This is an optimization exercise on Yosys and OpenROAD, whose aim is small area and a short achievable clock period, not a production implementation.
Where RTL was checked, it was by simulation tests only, not by an equivalence proof against the original.
The RTL of run 1 was laid out without a check of its function.

## flow/design.v (module list and top-level ports; edited modules follow where they fit)
// module booth2multiplier: 4837 lines
// module fa: 4 lines
// module ha: 4 lines
// module g_a21oi: 1 lines
// module g_inv: 1 lines
// module g_nand2: 1 lines
// module g_nor2: 1 lines
// module g_o21ai: 1 lines
// module g_o22ai: 1 lines
// module g_xnor2: 1 lines
// module g_xor2: 1 lines
module booth2multiplier #(
    parameter bit_width = 32
    )(
    input wire [bit_width-1:0] A,    
    input wire [bit_width-1:0] B,    
    input wire clk, reset_n,
    output wire [2*bit_width-1:0] OUT
);
  // ...
==> flow/flow/run.sh <==
#!/bin/bash
# The standard layout (the standard.sh, all ORFS steps from synthesis to
# finish), except that the port buffers placed before global placement are
# sky130_fd_sc_hd__buf_1 cells instead of the default delay-buffer cell; the
# resizer upsizes them where timing needs it.  Full output in flow_standard.log.
set -euo pipefail
bash standard.sh "BUFFER_PORTS_ARGS=-buffer_cell sky130_fd_sc_hd__buf_1" finish > flow_standard.log 2>&1
==> flow/standard.sh <==
#!/bin/bash
# synth_recipe.tcl (not shown) runs the flow's synth.tcl, then flattens the netlist and writes it again
# the make line also repeats each setting of config.mk as NAME=value (left out here)
make -C /OpenROAD-flow-scripts/flow DESIGN_CONFIG=/design/flow/config.mk WORK_HOME=/design/flow/orfs CLKGATE_MAP_FILE= SYNTH_SCRIPT=/design/flow/synth_recipe.tcl "${@:-finish}"
==> flow/config.mk <==
export PLATFORM = sky130hd
export DESIGN_NAME = booth2multiplier
export DESIGN_NICKNAME = booth2multiplier
export VERILOG_FILES = /design/flow/design.v
export SDC_FILE = /design/flow/constraint.sdc
export NUM_CORES = 4
export LEC_CHECK = 0
export CAP_MARGIN = 20
export CORE_MARGIN = 2
export CORE_UTILIZATION = 45
export SETUP_SLACK_MARGIN = 4.3
export SLEW_MARGIN = 20
export SYNTH_HIERARCHICAL = 1
==> flow/constraint.sdc <==
create_clock -name core_clock -period 13.0 [get_ports {clk}]
set_input_delay 2.6000 -clock core_clock [delete_from_list [all_inputs] [get_ports {clk}]]
set_output_delay 2.6000 -clock core_clock [all_outputs]
set_load 0.01 [all_outputs]
==> impl_metrics.json, run 1 <==
{
  "synthArstFlopShare": 0,
  "cts-root-buf": "clkbuf_16",
  "critPathBufInv": 2,
  "synth_top_family_by_area": "adder cells",
  "die_w_microns": 231.1,
  "nonClkBufAreaFrac": 0.05798,
  "synth-edff-count": 0,
  "hpwlAfterDp_microns": 63970,
  "synthAdderAreaFrac": 0.4072,
  "final_antenna_net_count": 0,
  "gp_congestion": 0.9657,
  "status": "complete, no violations",
  "path_clk_slew_ns": 0.07,
  "final_util": 0.5227,
  "post_cts_buffers": 36,
  "synth_area_leaders": "fa_1, xnor2_1, o22ai_1, dfxtp_1, xor2_1",
  "yosysSeqAreaShare": 0.05520,
  "viasPerCell": 6.304,
  "syn_area_per_cell_sq_um": 9.382,
  "endpoint": "ff_out[62]",
  "startpoint": "B[27]",
  "drt_first_pass_iters": 6,
  "drt-met1-wl_microns": 32280,
  "gr-usage-all-layers": 0.3390,
  "numCtsBuffers": 9,
  "synthSimpleGateAreaFrac": 0.05466,
  "die_y_microns": 231.1,
  "postRouteWirelength_microns": 89500,
  "die-area_sq_mm": 0.05342,
  "crit_required_ns": 13.26,
  "largest_reg_flops": 64,
  "final_common_cell": "xnor2_1",
  "via_count": 21640,
  "hold_violations": 0,
  "cp_slowest_cell": "fa_1",
  "n_fill_cell": 4736,
  "finalSetupTns_ns": 0,
  "clockBufferCount": 12,
  "reg.largest.list": "ff_out x64",
  "cp_common_cell": "fa_1",
  "slew_violations": 0
}
==> inputs of run 2 (changes only) <==
--- a/flow/design.v
+++ b/flow/design.v
@@ -3,79 +3,79 @@
     parameter bit_width = 32
     )(
     input wire [bit_width-1:0] A,    
     input wire [bit_width-1:0] B,    
     input wire clk, reset_n,
     output wire [2*bit_width-1:0] OUT
 );
 wire n1;
-g_inv u_n1 (.a(A[0]), .y(n1));
+g_nand2 u_n1 (.a(A[0]), .b(reset_n), .y(n1));
 wire n2;
-g_inv u_n2 (.a(A[1]), .y(n2));
+g_nand2 u_n2 (.a(A[1]), .b(reset_n), .y(n2));
 wire n3;
-g_inv u_n3 (.a(A[2]), .y(n3));
+g_nand2 u_n3 (.a(A[2]), .b(reset_n), .y(n3));
 wire n4;
-g_inv u_n4 (.a(A[3]), .y(n4));
+g_nand2 u_n4 (.a(A[3]), .b(reset_n), .y(n4));
 wire n5;
-g_inv u_n5 (.a(A[4]), .y(n5));
+g_nand2 u_n5 (.a(A[4]), .b(reset_n), .y(n5));
 wire n6;
-g_inv u_n6 (.a(A[5]), .y(n6));
+g_nand2 u_n6 (.a(A[5]), .b(reset_n), .y(n6));
 wire n7;
-g_inv u_n7 (.a(A[6]), .y(n7));
+g_nand2 u_n7 (.a(A[6]), .b(reset_n), .y(n7));
 wire n8;
-g_inv u_n8 (.a(A[7]), .y(n8));
+g_nand2 u_n8 (.a(A[7]), .b(reset_n), .y(n8));
 wire n9;
-g_inv u_n9 (.a(A[8]), .y(n9));
+g_nand2 u_n9 (.a(A[8]), .b(reset_n), .y(n9));
 wire n10;
-g_inv u_n10 (.a(A[9]), .y(n10));
+g_nand2 u_n10 (.a(A[9]), .b(reset_n), .y(n10));
 wire n11;
-g_inv u_n11 (.a(A[10]), .y(n11));
+g_nand2 u_n11 (.a(A[10]), .b(reset_n), .y(n11));
 wire n12;
-g_inv u_n12 (.a(A[11]), .y(n12));
+g_nand2 u_n12 (.a(A[11]), .b(reset_n), .y(n12));
 wire n13;
-g_inv u_n13 (.a(A[12]), .y(n13));
+g_nand2 u_n13 (.a(A[12]), .b(reset_n), .y(n13));
 wire n14;
-g_inv u_n14 (.a(A[13]), .y(n14));
+g_nand2 u_n14 (.a(A[13]), .b(reset_n), .y(n14));
 wire n15;
-g_inv u_n15 (.a(A[14]), .y(n15));
+g_nand2 u_n15 (.a(A[14]), .b(reset_n), .y(n15));
 wire n16;
-g_inv u_n16 (.a(A[15]), .y(n16));
+g_nand2 u_n16 (.a(A[15]), .b(reset_n), .y(n16));
 wire n17;
-g_inv u_n17 (.a(A[16]), .y(n17));
+g_nand2 u_n17 (.a(A[16]), .b(reset_n), .y(n17));
 wire n18;
-g_inv u_n18 (.a(A[17]), .y(n18));
+g_nand2 u_n18 (.a(A[17]), .b(reset_n), .y(n18));
 wire n19;
-g_inv u_n19 (.a(A[18]), .y(n19));
+g_nand2 u_n19 (.a(A[18]), .b(reset_n), .y(n19));
 wire n20;
-g_inv u_n20 (.a(A[19]), .y(n20));
+g_nand2 u_n20 (.a(A[19]), .b(reset_n), .y(n20));
 wire n21;
-g_inv u_n21 (.a(A[20]), .y(n21));
+g_nand2 u_n21 (.a(A[20]), .b(reset_n), .y(n21));
 wire n22;
-g_inv u_n22 (.a(A[21]), .y(n22));
+g_nand2 u_n22 (.a(A[21]), .b(reset_n), .y(n22));
 wire n23;
-g_inv u_n23 (.a(A[22]), .y(n23));
+g_nand2 u_n23 (.a(A[22]), .b(reset_n), .y(n23));
 wire n24;
-g_inv u_n24 (.a(A[23]), .y(n24));
+g_nand2 u_n24 (.a(A[23]), .b(reset_n), .y(n24));
 wire n25;
-g_inv u_n25 (.a(A[24]), .y(n25));
+g_nand2 u_n25 (.a(A[24]), .b(reset_n), .y(n25));
 wire n26;
-g_inv u_n26 (.a(A[25]), .y(n26));
+g_nand2 u_n26 (.a(A[25]), .b(reset_n), .y(n26));
 wire n27;
-g_inv u_n27 (.a(A[26]), .y(n27));
+g_nand2 u_n27 (.a(A[26]), .b(reset_n), .y(n27));
 wire n28;
-g_inv u_n28 (.a(A[27]), .y(n28));
+g_nand2 u_n28 (.a(A[27]), .b(reset_n), .y(n28));
 wire n29;
-g_inv u_n29 (.a(A[28]), .y(n29));
+g_nand2 u_n29 (.a(A[28]), .b(reset_n), .y(n29));
 wire n30;
-g_inv u_n30 (.a(A[29]), .y(n30));
+g_nand2 u_n30 (.a(A[29]), .b(reset_n), .y(n30));
 wire n31;
-g_inv u_n31 (.a(A[30]), .y(n31));
+g_nand2 u_n31 (.a(A[30]), .b(reset_n), .y(n31));
 wire n32;
-g_inv u_n32 (.a(A[31]), .y(n32));
+g_nand2 u_n32 (.a(A[31]), .b(reset_n), .y(n32));
 wire n33;
 g_xor2 u_n33 (.a(B[1]), .b(B[0]), .y(n33));
 wire n34;
 g_inv u_n34 (.a(B[0]), .y(n34));
 wire n35;
 g_nand2 u_n35 (.a(n34), .b(n33), .y(n35));
 wire n36;
 g_inv u_n36 (.a(B[1]), .y(n36));
@@ -4561,280 +4561,142 @@
 g_inv u_n3761 (.a(n3382), .y(n3761));
 wire n3762;
 g_a21oi u_n3762 (.a(n3761), .b(n3755), .c(n3760), .y(n3762));
 wire n3763;
 g_nand2 u_n3763 (.a(n3761), .b(n3756), .y(n3763));
 wire n3764;
 g_o21ai u_n3764 (.a(n3763), .b(n3753), .c(n3762), .y(n3764));
 wire n3765;
-g_inv u_n3765 (.a(reset_n), .y(n3765));
+g_xnor2 u_n3765 (.a(n43), .b(n3197), .y(n3765));
 wire n3766;
-g_inv u_n3766 (.a(reset_n), .y(n3766));
+g_xor2 u_n3766 (.a(n3200), .b(n3384), .y(n3766));
 wire n3767;
-g_inv u_n3767 (.a(reset_n), .y(n3767));
+g_xor2 u_n3767 (.a(n3203), .b(n3386), .y(n3767));
 wire n3768;
-g_inv u_n3768 (.a(reset_n), .y(n3768));
+g_xnor2 u_n3768 (.a(n3206), .b(n3389), .y(n3768));
 wire n3769;
-g_inv u_n3769 (.a(n3196), .y(n3769));
+g_xor2 u_n3769 (.a(n3209), .b(n3390), .y(n3769));
 wire n3770;
-g_nor2 u_n3770 (.a(n3765), .b(n3769), .y(n3770));
+g_xnor2 u_n3770 (.a(n3212), .b(n3393), .y(n3770));
 wire n3771;
-g_xor2 u_n3771 (.a(n43), .b(n3197), .y(n3771));
+g_xor2 u_n3771 (.a(n3215), .b(n3394), .y(n3771));
 wire n3772;
-g_nor2 u_n3772 (.a(n3765), .b(n3771), .y(n3772));
+g_xnor2 u_n3772 (.a(n3218), .b(n3397), .y(n3772));
 wire n3773;
-g_xnor2 u_n3773 (.a(n3200), .b(n3384), .y(n3773));
+g_xor2 u_n3773 (.a(n3221), .b(n3398), .y(n3773));
 wire n3774;
-g_nor2 u_n3774 (.a(n3765), .b(n3773), .y(n3774));
+g_xnor2 u_n3774 (.a(n3224), .b(n3401), .y(n3774));
 wire n3775;
-g_xnor2 u_n3775 (.a(n3203), .b(n3386), .y(n3775));
+g_xor2 u_n3775 (.a(n3227), .b(n3402), .y(n3775));
 wire n3776;
-g_nor2 u_n3776 (.a(n3765), .b(n3775), .y(n3776));
+g_xnor2 u_n3776 (.a(n3230), .b(n3405), .y(n3776));
 wire n3777;
-g_xor2 u_n3777 (.a(n3206), .b(n3389), .y(n3777));
+g_xor2 u_n3777 (.a(n3233), .b(n3406), .y(n3777));
 wire n3778;
-g_nor2 u_n3778 (.a(n3765), .b(n3777), .y(n3778));
+g_xnor2 u_n3778 (.a(n3236), .b(n3409), .y(n3778));
 wire n3779;
-g_xnor2 u_n3779 (.a(n3209), .b(n3390), .y(n3779));
+g_xor2 u_n3779 (.a(n3239), .b(n3410), .y(n3779));
 wire n3780;
-g_nor2 u_n3780 (.a(n3765), .b(n3779), .y(n3780));
+g_xnor2 u_n3780 (.a(n3242), .b(n3413), .y(n3780));
 wire n3781;
-g_xor2 u_n3781 (.a(n3212), .b(n3393), .y(n3781));
+g_xor2 u_n3781 (.a(n3245), .b(n3414), .y(n3781));
 wire n3782;
-g_nor2 u_n3782 (.a(n3765), .b(n3781), .y(n3782));
+g_xnor2 u_n3782 (.a(n3248), .b(n3417), .y(n3782));
 wire n3783;
-g_xnor2 u_n3783 (.a(n3215), .b(n3394), .y(n3783));
+g_xor2 u_n3783 (.a(n3251), .b(n3418), .y(n3783));
 wire n3784;
-g_nor2 u_n3784 (.a(n3765), .b(n3783), .y(n3784));
+g_xnor2 u_n3784 (.a(n3254), .b(n3421), .y(n3784));
 wire n3785;
-g_xor2 u_n3785 (.a(n3218), .b(n3397), .y(n3785));
+g_xnor2 u_n3785 (.a(n3257), .b(n3424), .y(n3785));
 wire n3786;
-g_nor2 u_n3786 (.a(n3765), .b(n3785), .y(n3786));
+g_xnor2 u_n3786 (.a(n3260), .b(n3433), .y(n3786));
 wire n3787;
-g_xnor2 u_n3787 (.a(n3221), .b(n3398), .y(n3787));
+g_xnor2 u_n3787 (.a(n3263), .b(n3440), .y(n3787));
 wire n3788;
-g_nor2 u_n3788 (.a(n3765), .b(n3787), .y(n3788));
+g_xor2 u_n3788 (.a(n3266), .b(n3453), .y(n3788));
 wire n3789;
-g_xor2 u_n3789 (.a(n3224), .b(n3401), .y(n3789));
+g_xnor2 u_n3789 (.a(n3269), .b(n3456), .y(n3789));
 wire n3790;
-g_nor2 u_n3790 (.a(n3765), .b(n3789), .y(n3790));
+g_xnor2 u_n3790 (.a(n3272), .b(n3459), .y(n3790));
 wire n3791;
-g_xnor2 u_n3791 (.a(n3227), .b(n3402), .y(n3791));
+g_xnor2 u_n3791 (.a(n3275), .b(n3466), .y(n3791));
 wire n3792;
-g_nor2 u_n3792 (.a(n3765), .b(n3791), .y(n3792));
+g_xnor2 u_n3792 (.a(n3278), .b(n3473), .y(n3792));
 wire n3793;
-g_xor2 u_n3793 (.a(n3230), .b(n3405), .y(n3793));
+g_xor2 u_n3793 (.a(n3281), .b(n3478), .y(n3793));
 wire n3794;
-g_nor2 u_n3794 (.a(n3765), .b(n3793), .y(n3794));
+g_xnor2 u_n3794 (.a(n3284), .b(n3481), .y(n3794));
 wire n3795;
-g_xnor2 u_n3795 (.a(n3233), .b(n3406), .y(n3795));
+g_xnor2 u_n3795 (.a(n3287), .b(n3484), .y(n3795));
 wire n3796;
-g_nor2 u_n3796 (.a(n3765), .b(n3795), .y(n3796));
+g_xnor2 u_n3796 (.a(n3290), .b(n3493), .y(n3796));
 wire n3797;
-g_xor2 u_n3797 (.a(n3236), .b(n3409), .y(n3797));
+g_xnor2 u_n3797 (.a(n3293), .b(n3496), .y(n3797));
 wire n3798;
-g_nor2 u_n3798 (.a(n3765), .b(n3797), .y(n3798));
+g_xor2 u_n3798 (.a(n3296), .b(n3497), .y(n3798));
 wire n3799;
-g_xnor2 u_n3799 (.a(n3239), .b(n3410), .y(n3799));
+g_xor2 u_n3799 (.a(n3299), .b(n3502), .y(n3799));
 wire n3800;
-g_nor2 u_n3800 (.a(n3765), .b(n3799), .y(n3800));
+g_xor2 u_n3800 (.a(n3302), .b(n3509), .y(n3800));
 wire n3801;
-g_xor2 u_n3801 (.a(n3242), .b(n3413), .y(n3801));
+g_xor2 u_n3801 (.a(n3305), .b(n3514), .y(n3801));
 wire n3802;
-g_nor2 u_n3802 (.a(n3766), .b(n3801), .y(n3802));
+g_xor2 u_n3802 (.a(n3308), .b(n3527), .y(n3802));
 wire n3803;
-g_xnor2 u_n3803 (.a(n3245), .b(n3414), .y(n3803));
+g_xor2 u_n3803 (.a(n3311), .b(n3536), .y(n3803));
 wire n3804;
-g_nor2 u_n3804 (.a(n3766), .b(n3803), .y(n3804));
+g_xor2 u_n3804 (.a(n3314), .b(n3545), .y(n3804));
 wire n3805;
-g_xor2 u_n3805 (.a(n3248), .b(n3417), .y(n3805));
+g_xor2 u_n3805 (.a(n3317), .b(n3550), .y(n3805));
 wire n3806;
-g_nor2 u_n3806 (.a(n3766), .b(n3805), .y(n3806));
+g_xnor2 u_n3806 (.a(n3320), .b(n3597), .y(n3806));
 wire n3807;
-g_xnor2 u_n3807 (.a(n3251), .b(n3418), .y(n3807));
+g_xnor2 u_n3807 (.a(n3323), .b(n3608), .y(n3807));
 wire n3808;
-g_nor2 u_n3808 (.a(n3766), .b(n3807), .y(n3808));
+g_xnor2 u_n3808 (.a(n3326), .b(n3619), .y(n3808));
 wire n3809;
-g_xor2 u_n3809 (.a(n3254), .b(n3421), .y(n3809));
+g_xnor2 u_n3809 (.a(n3329), .b(n3622), .y(n3809));
 wire n3810;
-g_nor2 u_n3810 (.a(n3766), .b(n3809), .y(n3810));
+g_xnor2 u_n3810 (.a(n3332), .b(n3629), .y(n3810));
 wire n3811;
-g_xor2 u_n3811 (.a(n3257), .b(n3424), .y(n3811));
+g_xnor2 u_n3811 (.a(n3335), .b(n3636), .y(n3811));
 wire n3812;
-g_nor2 u_n3812 (.a(n3766), .b(n3811), .y(n3812));
+g_xnor2 u_n3812 (.a(n3338), .b(n3643), .y(n3812));
 wire n3813;
-g_xor2 u_n3813 (.a(n3260), .b(n3433), .y(n3813));
+g_xnor2 u_n3813 (.a(n3341), .b(n3650), .y(n3813));
 wire n3814;
-g_nor2 u_n3814 (.a(n3766), .b(n3813), .y(n3814));
+g_xnor2 u_n3814 (.a(n3344), .b(n3657), .y(n3814));
 wire n3815;
-g_xor2 u_n3815 (.a(n3263), .b(n3440), .y(n3815));
+g_xnor2 u_n3815 (.a(n3347), .b(n3664), .y(n3815));
 wire n3816;
-g_nor2 u_n3816 (.a(n3766), .b(n3815), .y(n3816));
+g_xnor2 u_n3816 (.a(n3350), .b(n3671), .y(n3816));
 wire n3817;
-g_xnor2 u_n3817 (.a(n3266), .b(n3453), .y(n3817));
+g_xnor2 u_n3817 (.a(n3353), .b(n3680), .y(n3817));
 wire n3818;
-g_nor2 u_n3818 (.a(n3766), .b(n3817), .y(n3818));
+g_xnor2 u_n3818 (.a(n3356), .b(n3691), .y(n3818));
 wire n3819;
-g_xor2 u_n3819 (.a(n3269), .b(n3456), .y(n3819));
+g_xnor2 u_n3819 (.a(n3359), .b(n3702), .y(n3819));
 wire n3820;
-g_nor2 u_n3820 (.a(n3766), .b(n3819), .y(n3820));
+g_xnor2 u_n3820 (.a(n3362), .b(n3713), .y(n3820));
 wire n3821;
-g_xor2 u_n3821 (.a(n3272), .b(n3459), .y(n3821));
+g_xnor2 u_n3821 (.a(n3365), .b(n3724), .y(n3821));
 wire n3822;
-g_nor2 u_n3822 (.a(n3766), .b(n3821), .y(n3822));
+g_xnor2 u_n3822 (.a(n3368), .b(n3731), .y(n3822));
 wire n3823;
-g_xor2 u_n3823 (.a(n3275), .b(n3466), .y(n3823));
+g_xnor2 u_n3823 (.a(n3371), .b(n3742), .y(n3823));
 wire n3824;
-g_nor2 u_n3824 (.a(n3766), .b(n3823), .y(n3824));
+g_xnor2 u_n3824 (.a(n3374), .b(n3753), .y(n3824));
 wire n3825;
-g_xor2 u_n3825 (.a(n3278), .b(n3473), .y(n3825));
+g_xor2 u_n3825 (.a(n3377), .b(n3754), .y(n3825));
 wire n3826;
-g_nor2 u_n3826 (.a(n3766), .b(n3825), .y(n3826));
+g_xor2 u_n3826 (.a(n3380), .b(n3759), .y(n3826));
 wire n3827;
-g_xnor2 u_n3827 (.a(n3281), .b(n3478), .y(n3827));
-wire n3828;
-g_nor2 u_n3828 (.a(n3766), .b(n3827), .y(n3828));
-wire n3829;
-g_xor2 u_n3829 (.a(n3284), .b(n3481), .y(n3829));
-wire n3830;
-g_nor2 u_n3830 (.a(n3766), .b(n3829), .y(n3830));
-wire n3831;
-g_xor2 u_n3831 (.a(n3287), .b(n3484), .y(n3831));
-wire n3832;
-g_nor2 u_n3832 (.a(n3766), .b(n3831), .y(n3832));
-wire n3833;
-g_xor2 u_n3833 (.a(n3290), .b(n3493), .y(n3833));
-wire n3834;
-g_nor2 u_n3834 (.a(n3767), .b(n3833), .y(n3834));
-wire n3835;
-g_xor2 u_n3835 (.a(n3293), .b(n3496), .y(n3835));
-wire n3836;
-g_nor2 u_n3836 (.a(n3767), .b(n3835), .y(n3836));
-wire n3837;
-g_xnor2 u_n3837 (.a(n3296), .b(n3497), .y(n3837));
-wire n3838;
-g_nor2 u_n3838 (.a(n3767), .b(n3837), .y(n3838));
-wire n3839;
-g_xnor2 u_n3839 (.a(n3299), .b(n3502), .y(n3839));
-wire n3840;
-g_nor2 u_n3840 (.a(n3767), .b(n3839), .y(n3840));
-wire n3841;
-g_xnor2 u_n3841 (.a(n3302), .b(n3509), .y(n3841));
-wire n3842;
-g_nor2 u_n3842 (.a(n3767), .b(n3841), .y(n3842));
-wire n3843;
-g_xnor2 u_n3843 (.a(n3305), .b(n3514), .y(n3843));
-wire n3844;
-g_nor2 u_n3844 (.a(n3767), .b(n3843), .y(n3844));
-wire n3845;
-g_xnor2 u_n3845 (.a(n3308), .b(n3527), .y(n3845));
-wire n3846;
-g_nor2 u_n3846 (.a(n3767), .b(n3845), .y(n3846));
-wire n3847;
-g_xnor2 u_n3847 (.a(n3311), .b(n3536), .y(n3847));
-wire n3848;
-g_nor2 u_n3848 (.a(n3767), .b(n3847), .y(n3848));
-wire n3849;
-g_xnor2 u_n3849 (.a(n3314), .b(n3545), .y(n3849));
-wire n3850;
-g_nor2 u_n3850 (.a(n3767), .b(n3849), .y(n3850));
-wire n3851;
-g_xnor2 u_n3851 (.a(n3317), .b(n3550), .y(n3851));
-wire n3852;
-g_nor2 u_n3852 (.a(n3767), .b(n3851), .y(n3852));
-wire n3853;
-g_xor2 u_n3853 (.a(n3320), .b(n3597), .y(n3853));
-wire n3854;
-g_nor2 u_n3854 (.a(n3767), .b(n3853), .y(n3854));
-wire n3855;
-g_xor2 u_n3855 (.a(n3323), .b(n3608), .y(n3855));
-wire n3856;
-g_nor2 u_n3856 (.a(n3767), .b(n3855), .y(n3856));
-wire n3857;
-g_xor2 u_n3857 (.a(n3326), .b(n3619), .y(n3857));
-wire n3858;
-g_nor2 u_n3858 (.a(n3767), .b(n3857), .y(n3858));
-wire n3859;
-g_xor2 u_n3859 (.a(n3329), .b(n3622), .y(n3859));
-wire n3860;
-g_nor2 u_n3860 (.a(n3767), .b(n3859), .y(n3860));
-wire n3861;
-g_xor2 u_n3861 (.a(n3332), .b(n3629), .y(n3861));
-wire n3862;
-g_nor2 u_n3862 (.a(n3767), .b(n3861), .y(n3862));
-wire n3863;
-g_xor2 u_n3863 (.a(n3335), .b(n3636), .y(n3863));
-wire n3864;
-g_nor2 u_n3864 (.a(n3767), .b(n3863), .y(n3864));
-wire n3865;
-g_xor2 u_n3865 (.a(n3338), .b(n3643), .y(n3865));
-wire n3866;
-g_nor2 u_n3866 (.a(n3768), .b(n3865), .y(n3866));
-wire n3867;
-g_xor2 u_n3867 (.a(n3341), .b(n3650), .y(n3867));
-wire n3868;
-g_nor2 u_n3868 (.a(n3768), .b(n3867), .y(n3868));
-wire n3869;
-g_xor2 u_n3869 (.a(n3344), .b(n3657), .y(n3869));
-wire n3870;
-g_nor2 u_n3870 (.a(n3768), .b(n3869), .y(n3870));
-wire n3871;
-g_xor2 u_n3871 (.a(n3347), .b(n3664), .y(n3871));
-wire n3872;
-g_nor2 u_n3872 (.a(n3768), .b(n3871), .y(n3872));
-wire n3873;
-g_xor2 u_n3873 (.a(n3350), .b(n3671), .y(n3873));
-wire n3874;
-g_nor2 u_n3874 (.a(n3768), .b(n3873), .y(n3874));
-wire n3875;
-g_xor2 u_n3875 (.a(n3353), .b(n3680), .y(n3875));
-wire n3876;
-g_nor2 u_n3876 (.a(n3768), .b(n3875), .y(n3876));
-wire n3877;
-g_xor2 u_n3877 (.a(n3356), .b(n3691), .y(n3877));
-wire n3878;
-g_nor2 u_n3878 (.a(n3768), .b(n3877), .y(n3878));
-wire n3879;
-g_xor2 u_n3879 (.a(n3359), .b(n3702), .y(n3879));
-wire n3880;
-g_nor2 u_n3880 (.a(n3768), .b(n3879), .y(n3880));
-wire n3881;
-g_xor2 u_n3881 (.a(n3362), .b(n3713), .y(n3881));
-wire n3882;
-g_nor2 u_n3882 (.a(n3768), .b(n3881), .y(n3882));
-wire n3883;
-g_xor2 u_n3883 (.a(n3365), .b(n3724), .y(n3883));
-wire n3884;
-g_nor2 u_n3884 (.a(n3768), .b(n3883), .y(n3884));
-wire n3885;
-g_xor2 u_n3885 (.a(n3368), .b(n3731), .y(n3885));
-wire n3886;
-g_nor2 u_n3886 (.a(n3768), .b(n3885), .y(n3886));
-wire n3887;
-g_xor2 u_n3887 (.a(n3371), .b(n3742), .y(n3887));
-wire n3888;
-g_nor2 u_n3888 (.a(n3768), .b(n3887), .y(n3888));
-wire n3889;
-g_xor2 u_n3889 (.a(n3374), .b(n3753), .y(n3889));
-wire n3890;
-g_nor2 u_n3890 (.a(n3768), .b(n3889), .y(n3890));
-wire n3891;
-g_xnor2 u_n3891 (.a(n3377), .b(n3754), .y(n3891));
-wire n3892;
-g_nor2 u_n3892 (.a(n3768), .b(n3891), .y(n3892));
-wire n3893;
-g_xnor2 u_n3893 (.a(n3380), .b(n3759), .y(n3893));
-wire n3894;
-g_nor2 u_n3894 (.a(n3768), .b(n3893), .y(n3894));
-wire n3895;
-g_xor2 u_n3895 (.a(c3195), .b(n3764), .y(n3895));
-wire n3896;
-g_nor2 u_n3896 (.a(n3768), .b(n3895), .y(n3896));
-wire [63:0] product = {n3896, n3894, n3892, n3890, n3888, n3886, n3884, n3882, n3880, n3878, n3876, n3874, n3872, n3870, n3868, n3866, n3864, n3862, n3860, n3858, n3856, n3854, n3852, n3850, n3848, n3846, n3844, n3842, n3840, n3838, n3836, n3834, n3832, n3830, n3828, n3826, n3824, n3822, n3820, n3818, n3816, n3814, n3812, n3810, n3808, n3806, n3804, n3802, n3800, n3798, n3796, n3794, n3792, n3790, n3788, n3786, n3784, n3782, n3780, n3778, n3776, n3774, n3772, n3770};
+g_xnor2 u_n3827 (.a(c3195), .b(n3764), .y(n3827));
+wire [63:0] product = {n3827, n3826, n3825, n3824, n3823, n3822, n3821, n3820, n3819, n3818, n3817, n3816, n3815, n3814, n3813, n3812, n3811, n3810, n3809, n3808, n3807, n3806, n3805, n3804, n3803, n3802, n3801, n3800, n3799, n3798, n3797, n3796, n3795, n3794, n3793, n3792, n3791, n3790, n3789, n3788, n3787, n3786, n3785, n3784, n3783, n3782, n3781, n3780, n3779, n3778, n3777, n3776, n3775, n3774, n3773, n3772, n3771, n3770, n3769, n3768, n3767, n3766, n3765, n3196};
 reg [63:0] ff_out;
 always @(posedge clk) begin
     ff_out <= product;   
 end
 assign OUT = ff_out;
 endmodule
 module fa (input wire a, b, ci, output wire s, co);
 assign s = a ^ b ^ ci;
==> run 2 against run 1 <==
  * Clock-buffer cell count up 1
  * Utilization down 0.14 points
  * Highest routed layer is now met4
  * Worst hold slack worse by 0.082 ns
==> impl_metrics.json, run 2 <==
{
  "yosys_warnings": 7,
  "setup_ws_ns": 4.484,
  "antenna_found_initial": 4,
  "pin_count": 130,
  "initialDrtViolationCount": 2374,
  "die_y_microns": 229.8,
  "slew_violations": 0,
  "final_layout_size_suffix_gt1_frac": 0.1167,
  "overflow": 0,
  "cp_slowest_cell": "fa_1",
  "final_antenna_net_count": 0,
  "synthArstFlopShare": 0,
  "gr-usage-all-layers": 0.3123,
  "synthFlopType": "dfxtp_1",
  "worstPathCellList": "buf_2, xnor2_1, buf_6, nand2_4, o22ai_1, xnor2_1, fa_1, fa_1, fa_1, fa_1, fa_1, fa_1, ha_1, nor2_1, nor2_1, nand2_1, nor2_4, nand2_1, nor2_1, a21oi_4, o21ai_1, xor2_1",
  "drc": 0,
  "setup_violations": 0,
  "numCtsBuffers": 9,
  "syn_area_per_cell_sq_um": 9.544,
  "syn_inst": 2405,
  "syn_nets": 2966,
  "grt_pass1_wl_microns": 126500,
  "final_cell_mix": "xnor2_1, o22ai_1, fa_1",
  "cp-end-kind": "flop",
  "final_util": 0.5213,
  "max_slew_margin": 0.2847,
  "synth_top_cell_area_share": 0.3785,
  "holdCritStartpoint": "B[1]",
  "gp_congestion": 0.9757,
  "grt_pass1_vias": 21040,
  "yosysSeqAreaShare": 0.05582,
  "area_growth_pct": 14.17,
  "layout.nets": 3196,
  "cts_buffer_depth": 2,
  "cts_max_level": 3,
  "rows": 82,
  "hold_violations": 0,
  "finalSetupTns_ns": 0,
  "maxCapViolations": 0,
  "status": "complete, no violations",
  "synth-edff-count": 0,
  "arrival_ns": 8.84,
  "synth_area_leaders": "fa_1, xnor2_1, o22ai_1, dfxtp_1, xor2_1",
  "drt_first_pass_iters": 6,
  "final_common_cell": "xnor2_1",
  "finalCritPeriodShare": 0.6551,
  "cp_common_cell": "fa_1",
  "synth_cell_types": 12,
  "synth.cell_area_sq_mm": 0.02295,
  "viasPerCell": 6.284,
  "ys_ff_latch": 64,
  "cts.sinks": 64,
  "dp_slack_ns": 2.238,
  "reg.largest.list": "ff_out x64",
  "yosysMostFrequentCell": "xnor2_1",
  "max_freq_mhz": 117.4,
  "cts-root-buf": "clkbuf_16",
  "max_stage_delay_ns": 0.53,
  "synth_area_leader_cell": "fa_1",
  "postRouteWirelength_microns": 83200,
  "via_count": 20840,
  "cts_tree": "done",
  "critPathKind": "input pin to flop",
  "regMostFlops": "ff_out",
  "die-area_sq_mm": 0.05283,
  "wl_per_cell_microns": 25.09,
  "coreArea_sq_mm": 0.05027,
  "hold_path_class": "input pin to flop",
  "grt_max_degree": 40,
  "startpoint": "B[11]",
  "io_buffer_count": 129,
  "rsz0062_at_grt": "yes",
  "start_util": 0.4566,
  "path_clk_slew_ns": 0.06,
  "period_needed_ns": 8.516,
  "crit_required_ns": 13.32,
  "die_w_microns": 229.8,
  "worstMarginPinSlew_ns": 1.072,
  "n_fill_cell": 4667,
  "hpwlAfterDp_microns": 60330,
  "crit_path_start_kind": "input pin",
  "largest_reg_flops": 64,
  "synth_top_cells_by_count": "xnor2_1, o22ai_1, fa_1",
  "cp_max_fo": 17
}
## run 2: changes by cell type after synthesis
cell     delta
nand2_1    +32
nor2_1     -64
xor2_1     -19
inv_1      -37
xnor2_1    +19
## run 2: path summary, 6_finish.rpt
| path | cells after the start | endpoint |
|---|---|---|
| setup / recovery | 22 | ff_out[61] |
| hold / removal | 2 | ff_out[0] |
## run 2: final cells by class
type,instances,area [sq um],share of cell area
antenna,4,10.01,0.0003820
clock buffer,13,250.2,0.009549
clock inverter,3,65.06,0.002483
inverter,159,615.6,0.02349
multi-input combinational,2182,21850,0.8338
sequential,64,1281,0.04889
tap,672,840.8,0.03208
timing repair buffer,219,1292,0.04932
## run 2: logic make-up after synthesis
| group | count (synthesis) | share of synthesized area |
|---|---|---|
| AOI/OAI and AO/OA | 681 | 0.1895 |
| xor gates and xnor gates | 699 | 0.2667 |
| adders and majority gates | 495 | 0.4118 |
| buffers and inverters | 159 | 0.02600 |
| DFF | 64 | 0.05582 |
| other | 1 | 0.0001634 |
| and+or+nand+nor | 306 | 0.05004 |
## run 2: repair_timing
action                                  in CTS  in global routing
gates resized for setup                     86                 86
pin swaps                                   12                  5
cloned                                       0                  1
endpoints found under the hold margin        0                  0
setup buffers                               18                 21
hold buffers                                 0                  0
endpoints found under the setup margin      41                 27
## run 2: through the flow
stage | hold slack [ns] | cells | cell area [sq um]
2_1_floorplan | 2.693 | 2405 | 23090
3_3_place_gp | 2.988 | 3256 | 24810
3_5_place_dp | 2.984 | 3256 | 24810
4_1_cts | 2.598 | 3290 | 25630
5_1_grt | 2.674 | 3316 | 26210
6_report | 2.647 | 3316 | 26210
## run 2: Yosys stat by module, one instance, submodules excluded
module | cells inside | cell area (sq um)
g_a21oi | 1 | 8.758
g_o22ai | 1 | 6.256
ha | 1 | 12.51
g_o21ai | 1 | 5.005
g_nor2 | 1 | 3.754
fa | 1 | 20.02
g_nand2 | 1 | 3.754
g_xor2 | 1 | 8.758
g_xnor2 | 1 | 8.758
g_inv | 1 | 3.754
booth2multiplier | 65 | 1285
## run 2: worst max-delay path: cells and delay by family
| kind | cells | cell delay, ns |
|---|---|---|
| AOI/OAI and AO/OA | 3 | 0.47 |
| xor gates and xnor gates | 3 | 0.72 |
| adders and majority gates | 7 | 2.98 |
| buffers and inverters | 2 | 0.47 |
| and+or+nand+nor | 7 | 1.58 |
## run 2: routing by layer
layer | vias up | wire, microns | track usage | share of wire
met4 | 0 | 3764 | 0.1181 | 0.045
met2 | 1366 | 38280 | 0.4946 | 0.46
met1 | 10340 | 31480 | 0.4110 | 0.38
li1 | 8848 | - | - | -
met3 | 287 | 9678 | 0.08048 | 0.12
met5 | - | 0 | 0 | 0
==> inputs of run 3 (changes only) <==
--- a/flow/config.mk
+++ b/flow/config.mk
@@ -8,6 +8,6 @@
 export CAP_MARGIN = 20
 export CORE_MARGIN = 2
 export CORE_UTILIZATION = 45
-export SETUP_SLACK_MARGIN = 4.3
+export SETUP_SLACK_MARGIN = 4.6
 export SLEW_MARGIN = 20
 export SYNTH_HIERARCHICAL = 1
==> run 3 against run 2 <==
  * First-iteration DRC count rose by 0.13%
  * Worst hold slack got worse by 0.047 ns
  * Die area did not move
  * Critical path type unchanged
==> impl_metrics.json, run 3 <==
{
  "synth-compound-area-share": 0.1895,
  "cts_max_level": 3,
  "ys_ff_latch": 64,
  "max_slew_margin": 0.3195,
  "crit_path_start_kind": "input pin",
  "cts_tree": "done",
  "synth_top_cell_area_share": 0.3785,
  "rsz0062_at_grt": "no",
  "grt_pass1_vias": 21720,
  "cp.depth": 22,
  "cp_max_fo": 32,
  "dpl.cell_count": 3249,
  "status": "complete, no violations",
  "finalCritPeriodShare": 0.6345,
  "use_met1": 0.4229,
  "worstPathCellList": "clkbuf_2, clkbuf_16, nand2_1, buf_8, o22ai_1, xnor2_1, fa_1, fa_1, fa_1, fa_1, fa_1, fa_1, ha_1, nor2_2, nor2_1, a21oi_2, inv_1, a21oi_4, o21ai_4, a21oi_4, o21ai_1, xor2_1",
  "synthSimpleGateAreaFrac": 0.05004,
  "cp_slowest_cell": "fa_1",
  "pin_count": 130,
  "synth-xor-area-share": 0.2667,
  "syn_area_per_cell_sq_um": 9.544,
  "grt_max_degree": 49,
  "synth_area_leader_cell": "fa_1",
  "cts-root-buf": "clkbuf_16",
  "setup_violations": 0,
  "critPathBufInv": 4,
  "max_freq_mhz": 121.2,
  "viasPerCell": 6.223,
  "overflow": 0,
  "drt_first_pass_iters": 7,
  "initialDrtViolationCount": 2377,
  "start_util": 0.4566,
  "yosysMostFrequentCell": "xnor2_1",
  "numCtsBuffers": 9,
  "die_w_microns": 229.8,
  "crit_required_ns": 13.28,
  "rows": 82,
  "regMostFlops": "ff_out",
  "arrival_ns": 8.53,
  "postRouteWirelength_microns": 84780,
  "met3_usage": 0.08495,
  "met2_usage": 0.4850,
  "synth_cell_types": 12,
  "final_cell_mix": "xnor2_1, o22ai_1, fa_1",
  "antenna_found_initial": 2,
  "synth-edff-count": 0,
  "coreArea_sq_mm": 0.05027,
  "synthAdderAreaFrac": 0.4118,
  "gr-usage-all-layers": 0.3190,
  "synthMuxAreaShare": 0,
  "synthFlopType": "dfxtp_1",
  "syn_nets": 2966,
  "reg.largest.list": "ff_out x64",
  "slew_violations": 0,
  "startpoint": "reset_n",
  "synth_area_leaders": "fa_1, xnor2_1, o22ai_1, dfxtp_1, xor2_1",
  "via_count": 20960,
  "holdBufCountCts": 0,
  "final_layout_size_suffix_gt1_frac": 0.1536,
  "endpoint": "ff_out[62]",
  "synthArstFlopShare": 0,
  "cts.sinks": 64,
  "cp_top_family": "adder cells",
  "hold_violations": 0,
  "max_stage_delay_ns": 0.53,
  "synth_top_cells_by_count": "xnor2_1, o22ai_1, fa_1",
  "finalSetupTns_ns": 0,
  "largest_reg_flops": 64,
  "busiest_layer": "met2",
  "setup_ws_ns": 4.752,
  "critPathKind": "input pin to flop",
  "cp_common_cell": "fa_1",
  "final_antenna_net_count": 0,
  "path_clk_slew_ns": 0.07,
  "wl_per_cell_microns": 25.17,
  "layout.nets": 3251,
  "hpwlAfterDp_microns": 60930,
  "die-area_sq_mm": 0.05283,
  "syn_inst": 2405,
  "synth_top_family_by_area": "adder cells",
  "yosysSeqAreaShare": 0.05582,
  "grt_pass1_wl_microns": 129300,
  "worstMarginPinSlew_ns": 1.020,
  "dp_slack_ns": 2.287,
  "gp_congestion": 0.9423,
  "cp-end-kind": "flop",
  "die_y_microns": 229.8,
  "synth.cell_area_sq_mm": 0.02295,
  "stdcell_count": 3368,
  "cts_buffer_depth": 2,
  "final_common_cell": "xnor2_1",
  "area_growth_pct": 19.14,
  "yosys_warnings": 7,
  "maxCapViolations": 0,
  "hold_path_class": "input pin to flop",
  "io_buffer_count": 129,
  "period_needed_ns": 8.248,
  "drc": 0
}
-- run 3: cell counts after synthesis --
No cell type changed its count.
-- run 3: per-stage QoR --
stage,cell area (sq um),utilization,hold WS [ns]
5_1_grt,27350,0.5440,2.625
3_5_place_dp,24960,0.4965,2.985
6_report,27350,0.5440,2.600
2_1_floorplan,23300,-,2.693
3_3_place_gp,24950,0.4963,2.988
4_1_cts,26050,0.5181,2.594
-- run 3: repair_timing --
| item | 4_1_cts | 5_1_grt |
|---|---|---|
| gates cloned | 0 | 2 |
| pin swaps | 23 | 10 |
| buffers inserted | 46 | 54 |
| setup endpoints to repair | 45 | 32 |
| resized for setup | 123 | 174 |
-- run 3: cell type report --
| class | count | area, sq um |
|---|---|---|
| clock inverters | 5 | 32.53 |
| diodes | 1 | 2.502 |
| fillers | 4610 | 22930 |
| clock buffers | 11 | 242.7 |
| flip-flops and latches | 64 | 1281 |
| repair buffers | 274 | 2013 |
| inverters | 159 | 679.4 |
| multi-input cells | 2182 | 22260 |
| well taps | 672 | 840.8 |
-- run 3: worst min path at each step --
stage	startpoint	end	slack, ns	cells past startpoint
4_1_cts	B[1]	ff_out[0]	2.59	2
2_1_floorplan	B[1]	ff_out[0]	2.69	1
3_5_place_dp	ff_out[18]	OUT[18]	2.98	1
5_1_grt	B[1]	ff_out[0]	2.63	2
3_3_place_gp	ff_out[27]	OUT[27]	2.99	1
6_report	B[1]	ff_out[0]	2.60	2
-- run 3: layer usage --
metal | part of all wire | routed length (microns)
met2 | 0.46 | 38860
met1 | 0.39 | 32960
met3 | 0.11 | 9158
met4 | 0.045 | 3800
met5 | 0.000094 | 8
-- run 3: logic make-up (layout without fill, tap and decap cells) --
logic type | Yosys count | in the layout
AOI/OAI and AO/OA | 681 | 681
xor gates and xnor gates | 699 | 699
adders and majority gates | 495 | 495
buffers and inverters | 159 | 449
DFF | 64 | 64
other | 1 | 2
and+or+nand+nor | 306 | 306
-- run 3: modules after synthesis, one instance, submodules excluded --
module / area [sq um] / cells inside / times used / flip-flops and latches
ha: 12.51 / 1 / 61 / 0
booth2multiplier: 1285 / 65 / 1 / 64
g_inv: 3.754 / 1 / 159 / 0
fa: 20.02 / 1 / 434 / 0
g_o21ai: 5.005 / 1 / 89 / 0
g_o22ai: 6.256 / 1 / 512 / 0
g_xnor2: 8.758 / 1 / 584 / 0
g_nand2: 3.754 / 1 / 165 / 0
g_xor2: 8.758 / 1 / 115 / 0
g_a21oi: 8.758 / 1 / 80 / 0
g_nor2: 3.754 / 1 / 141 / 0

-- re-timing with driven ports --
Ports are ideal in the flow. The routed layouts listed here were re-timed in OpenROAD. Step 1: set_driving_cell puts a clkbuf_16 on clk and a buf_2 on each other input, an assumption about the parent block. Step 2 times the ports against the registers' clock, not the clock port: input delays grow and output delays shrink by t, the midpoint of the rising clock arrivals with the driver on. a / b / c = ideal ports / drivers / drivers and shift; a / b = the first two.
| run | shift t [ns] | setup slack, ns | worst setup path after step 2 | clock arrival spread, ns |
|---|---|---|---|---|
| run 1 | 0.462 | 4.430 / 4.465 / 4.003 | input to register | 0.027 / 0.028 |
| run 2 | 0.453 | 4.484 / 4.526 / 4.074 | input to register | 0.015 / 0.015 |
| run 3 | 0.449 | 4.752 / 4.790 / 4.342 | input to register | 0.014 / 0.013 |
After both steps every run listed still meets setup and hold. For run 1, which loses most, drivers alone change the setup slack by +0.035 ns; drivers and shift together by -0.427 ns.
